Source: an optimization exercise on an open RTL-to-GDS flow (aim: small area). Production flows keep margins and buffers that such runs may drop.
At most, simulation tests tie the RTL to the original design; equivalence was not proved.
Power figures rest on the tool's default switching activity, not on a simulated workload.

## old
==> flow/design.v (excerpt) <==
module part1(clk, rst, imem_addr, imem_data, dmem_addr, dmem_wdata, dmem_we, dmem_re, dmem_rdata, wb_we, wb_addr, wb_data);
input clk;
input rst;
output [15:0] imem_addr;
input  [15:0] imem_data;
output [15:0] dmem_addr;
output [15:0] dmem_wdata;
output dmem_we;
output dmem_re;
input  [15:0] dmem_rdata;
output wb_we;
output [3:0] wb_addr;
output [15:0] wb_data;
function [15:0] rev16;
    input [15:0] v;
    integer n;
    begin
        for (n = 0; n < 16; n = n + 1) rev16[n] = v[15-n];
    end
endfunction
reg [15:0] pc;
reg [15:0] a_x;      
reg [15:0] b_x;      
reg [15:0] npc_x;    
reg [3:0]  imm_x;    
reg [3:0]  op_x;     
reg [3:0]  wa_x;     
reg [15:0] res_m;
reg [15:0] sd_m;
reg [3:0]  wa_m;
reg        wen_m, we_m, re_m;
reg [15:0] wd_w;
reg [3:0]  wa_w;
reg        wen_w;
wire [15:0] wdr = wd_w & {16{~rst}};
wire [239:0] rf;
genvar gi;
generate
    for (gi = 1; gi < 16; gi = gi + 1) begin : g_rf
        reg [15:0] q;
        wire en = rst | (wen_w && wa_w == gi);
        wire [15:0] d = (gi == 1) ? (wdr | {13'd0, rst, 1'b0, rst}) : wdr;
        always @(posedge clk)
            if (en)
                q <= d;
        assign rf[(gi-1)*16 +: 16] = q;
    end
endgenerate
wire [15:0] inst = imem_data;
wire [3:0] op = inst[15:12];
  ...
Size in the first run: roughly 1,300 cells after synthesis.
==> module part1, before the edit <==
module part1(clk, rst, imem_addr, imem_data, dmem_addr, dmem_wdata, dmem_we, dmem_re, dmem_rdata, wb_we, wb_addr, wb_data);
input clk;
input rst;
output [15:0] imem_addr;
input  [15:0] imem_data;
output [15:0] dmem_addr;
output [15:0] dmem_wdata;
output dmem_we;
output dmem_re;
input  [15:0] dmem_rdata;
output wb_we;
output [3:0] wb_addr;
output [15:0] wb_data;
function [15:0] rev16;
    input [15:0] v;
    integer n;
    begin
        for (n = 0; n < 16; n = n + 1) rev16[n] = v[15-n];
    end
endfunction
reg [15:0] pc;
reg [15:0] a_x;      
reg [15:0] b_x;      
reg [15:0] npc_x;    
reg [3:0]  imm_x;    
reg [3:0]  op_x;     
reg [3:0]  wa_x;     
reg [15:0] res_m;
reg [15:0] sd_m;
reg [3:0]  wa_m;
reg        wen_m, we_m, re_m;
reg [15:0] wd_w;
reg [3:0]  wa_w;
reg        wen_w;
wire [15:0] wdr = wd_w & {16{~rst}};
wire [239:0] rf;
genvar gi;
generate
    for (gi = 1; gi < 16; gi = gi + 1) begin : g_rf
        reg [15:0] q;
        wire en = rst | (wen_w && wa_w == gi);
        wire [15:0] d = (gi == 1) ? (wdr | {13'd0, rst, 1'b0, rst}) : wdr;
        always @(posedge clk)
            if (en)
                q <= d;
        assign rf[(gi-1)*16 +: 16] = q;
    end
endgenerate
wire [15:0] inst = imem_data;
wire [3:0] op = inst[15:12];
wire [3:0] fA = inst[11:8];
wire [3:0] fB = inst[7:4];
wire [3:0] fC = inst[3:0];
wire d_sll = (op == 4'h4);
wire d_srl = (op == 4'h5);
wire d_sw  = (op == 4'h9);
wire d_beq = (op == 4'ha);
wire d_jr  = (op == 4'hb);
wire d_j   = (op == 4'hc);
wire d_jal = (op == 4'hd);
wire [3:0] ra2 = (d_sll | d_srl) ? 4'd0 : (d_sw | d_beq) ? fA : fC;
wire [15:0] sel1, sel2;
genvar gs;
generate
    for (gs = 0; gs < 16; gs = gs + 1) begin : g_sel
        assign sel1[gs] = (fB == gs);
        assign sel2[gs] = (ra2 == gs);
    end
endgenerate
wire [79:0] x1, x2;
rdport rp1 (.sel(sel1), .r(rf), .xo(x1));
rdport rp2 (.sel(sel2), .r(rf), .xo(x2));
wire [15:0] oh = {16{d_sll | d_srl}} & (16'd1 << fC);
wire [15:0] rd1, rd2, b_n;
genvar go;
generate
    for (go = 0; go < 16; go = go + 1) begin : g_rd
        assign rd1[go] = ~&x1[5*go +: 5];
        assign rd2[go] = ~&x2[5*go +: 5];
        assign b_n[go] = ~&x2[5*go +: 5] | oh[go];
    end
endgenerate
wire x_beq = (op_x == 4'ha);
wire x_jal = (op_x == 4'hd);
wire x_mem = op_x[3];
wire x_sub = ~op_x[3] & ((op_x[2:0] == 3'd1) | (op_x[2:0] == 3'd6));
wire [15:0] xab = a_x ^ b_x;
wire zero_x;
wire [15:0] b2 = x_mem ? {12'd0, imm_x} : b_x;
wire [15:0] sum;
wire cout;
add16 u_add (.a(a_x), .b(b2 ^ {16{x_sub}}), .ci(x_sub), .s(sum), .co(cout));
assign zero_x = ~|xab;
wire le = ~cout | zero_x;
wire [15:0] prod;
mul16 u_mul (.a(a_x), .b(b_x), .p(prod));
wire s_sum = ~op_x[2] & ~op_x[1];                   
wire s_and = ~op_x[3] & (op_x[2:0] == 3'd2);
wire s_xor = ~op_x[3] & (op_x[2:0] == 3'd3);
wire s_mul = ~op_x[3] & op_x[2] & ~(op_x[1] ^ op_x[0]);    
wire s_srl = ~op_x[3] & (op_x[2:0] == 3'd5);
wire s_com = ~op_x[3] & (op_x[2:0] == 3'd6);
wire [15:0] res;
genvar gr;
generate
    for (gr = 0; gr < 16; gr = gr + 1) begin : g_res
        wire y0, y1;
        ao222n u0 (s_sum, sum[gr], s_xor, xab[gr], s_mul, prod[gr], y0);
        ao222n u1 (s_srl, prod[15-gr], x_jal, npc_x[gr], s_and, a_x[gr] & b_x[gr], y1);
        if (gr == 0)
            assign res[gr] = ~(y0 & y1) | (s_com & le);
        else
            assign res[gr] = ~(y0 & y1);
    end
endgenerate
wire taken = x_beq & zero_x;
wire [15:0] btgt, pc1;
add16_4 u_bt (.a(npc_x), .b(imm_x), .s(btgt));
inc16 u_inc (.a(pc), .s(pc1));
wire d_jmp = d_j | d_jal;
wire p_jr = ~rst & d_jr;
wire p_jp = ~rst & ~d_jr & d_jmp;
wire p_tk = ~rst & ~d_jr & ~d_jmp & taken;
wire p_nx = ~rst & ~d_jr & ~d_jmp & ~taken;
wire [15:0] pc_n;
genvar gp;
generate
    for (gp = 0; gp < 16; gp = gp + 1) begin : g_pc
        wire y0;
        if (gp < 12) begin : lo
            ao222n u0 (p_jr, rd1[gp], p_jp, inst[gp], p_tk, btgt[gp], y0);
            assign pc_n[gp] = ~y0 | (p_nx & pc1[gp]);
        end else begin : hi
            ao222n u0 (p_jr, rd1[gp], p_jp | p_nx, pc1[gp], p_tk, btgt[gp], y0);
            assign pc_n[gp] = ~y0;
        end
    end
endgenerate
wire x_wen = ~op_x[3] | (op_x == 4'h8) | x_jal;
always @(posedge clk) begin
    pc <= pc_n;
    a_x   <= d_srl ? rev16(rd1) : rd1;
    b_x   <= b_n;
    npc_x <= pc1;
    imm_x <= fC;
    op_x  <= op | {rst, rst, rst, 1'b0};    
    wa_x  <= d_jal ? 4'hf : fA;
    res_m <= res;
    sd_m  <= b_x;
    wa_m  <= wa_x;
    wen_m <= ~rst & x_wen & (wa_x != 4'd0);
    we_m  <= ~rst & (op_x == 4'h9);
    re_m  <= ~rst & (op_x == 4'h8);
    wd_w  <= re_m ? dmem_rdata : res_m;
    wa_w  <= wa_m;
    wen_w <= ~rst & wen_m;
end
assign imem_addr  = pc;
assign dmem_addr  = res_m;
assign dmem_wdata = sd_m;
assign dmem_we    = we_m;
assign dmem_re    = re_m;
assign wb_we      = wen_w;
assign wb_addr    = wa_w;
assign wb_data    = wd_w;
endmodule
export LEC_CHECK = 0
export CAP_MARGIN = 0
export CORE_MARGIN = 2
export CORE_UTILIZATION = 40
export SLEW_MARGIN = 0
export SYNTH_HIERARCHICAL = 1
create_clock -name core_clock -period 10.0 [get_ports {clk}]
standard.sh (not shown) runs the stock make flow with config.mk's settings and CLKGATE_MAP_FILE= SYNTH_SCRIPT=/design/flow/synth_recipe.tcl, a recipe that flattens the netlist after the stock synthesis.
==> flow/flow/run.sh <==
#!/bin/bash
# Layout: the standard ORFS flow (standard.sh), with two changes:
#  - the port buffers are the smallest buffer (buf_1) instead of ORFS's pick;
#  - the clock tree uses larger sink clusters and no dummy loads.
set -euo pipefail
export BUFFER_PORTS_ARGS="-buffer_cell sky130_fd_sc_hd__buf_1"
export CTS_ARGS="-sink_clustering_enable -repair_clock_nets -dont_use_dummy_load -sink_clustering_size 28 -sink_clustering_max_diameter 120 -buf_list sky130_fd_sc_hd__clkbuf_16"
bash standard.sh > standard.log 2>&1
Relative to old, the following input files were edited for new:
-- flow/design.v --
<<< old, line 55
oa22n u0 (.a(onen), .b(xn), .c(twon), .d(yn), .y(t));
xor2m u1 (.a(t), .b(neg), .y(q));
endmodule
module mul16(input [15:0] a, input [15:0] b, output [15:0] p);
>>> new, line 55
oa22n u0 (.a(onen), .b(xn), .c(twon), .d(yn), .y(t));
xor2m u1 (.a(t), .b(neg), .y(q));
endmodule
module and2m(input a, input b, output y);
assign y = a & b;
endmodule
module and4m(input a, input b, input c, input d, output y);
assign y = a & b & c & d;
endmodule
module mul16(input [15:0] a, input [15:0] b, output [15:0] p);
<<< old, line 280
endgenerate
endmodule
`timescale 1ns / 1ps
module part1(clk, rst, imem_addr, imem_data, dmem_addr, dmem_wdata, dmem_we, dmem_re, dmem_rdata, wb_we, wb_addr, wb_data);
>>> new, line 286
endgenerate
endmodule
module rdsel(input [3:0] a, output [15:0] sel);
wire [3:0] an = ~a;
genvar i;
generate
    for (i = 0; i < 16; i = i + 1) begin : s
        and4m u (.a(i[3] ? a[3] : an[3]), .b(i[2] ? a[2] : an[2]),
                 .c(i[1] ? a[1] : an[1]), .d(i[0] ? a[0] : an[0]), .y(sel[i]));
    end
endgenerate
endmodule
`timescale 1ns / 1ps
module part1(clk, rst, imem_addr, imem_data, dmem_addr, dmem_wdata, dmem_we, dmem_re, dmem_rdata, wb_we, wb_addr, wb_data);
<<< old, line 343
wire [3:0] ra2 = (d_sll | d_srl) ? 4'd0 : (d_sw | d_beq) ? fA : fC;
wire [15:0] sel1, sel2;
genvar gs;
generate
    for (gs = 0; gs < 16; gs = gs + 1) begin : g_sel
        assign sel1[gs] = (fB == gs);
        assign sel2[gs] = (ra2 == gs);
    end
endgenerate
wire [79:0] x1, x2;
rdport rp1 (.sel(sel1), .r(rf), .xo(x1));
>>> new, line 359
wire [3:0] ra2 = (d_sll | d_srl) ? 4'd0 : (d_sw | d_beq) ? fA : fC;
wire [15:0] sel1, sel2;
rdsel ds1 (.a(fB), .sel(sel1));
rdsel ds2 (.a(ra2), .sel(sel2));
wire [79:0] x1, x2;
rdport rp1 (.sel(sel1), .r(rf), .xo(x1));
--- outcome ---
- According to the power report, total power for new is higher than for old.
- Summary of the comparison: full die area is higher in new, relative to old.
- The higher least setup slack across all paths after layout came out of old.
- | clock power | new vs old | about 3% lower |
- Sort new and old by effective utilization at floorplan, descending, and old comes first.
- new gives more worst vdd rail ir drop than old did.
Function not checked in new: the RTL went through the layout flow alone.

-- port drivers added, routing unchanged --
How much do the figures lean on ideal ports? The routed layouts below were timed once more, with nothing changed but the port constraints.
Step 1 assumes that a clkbuf_16 drives the clock port and a buf_2 every other input.
Step 2 adds t to the input delays and takes it off the output delays; t is the mean of the earliest and latest rising clock arrival at the registers after step 1. Input paths then give back, and output paths get back, about the clock's delay inside the block.
Three values: no drivers, after step 1, after step 2; two values: the first two.
| run | shift t [ns] | setup WS [ns] | worst register clock-pin slew, ns |
|---|---|---|---|
| old | 0.587 | 1.592 / 1.592 / 1.592 | 0.11 / 0.11 |
| new | 0.586 | 1.566 / 1.566 / 1.566 | 0.12 / 0.12 |
After both steps setup and hold are still met in every run listed.
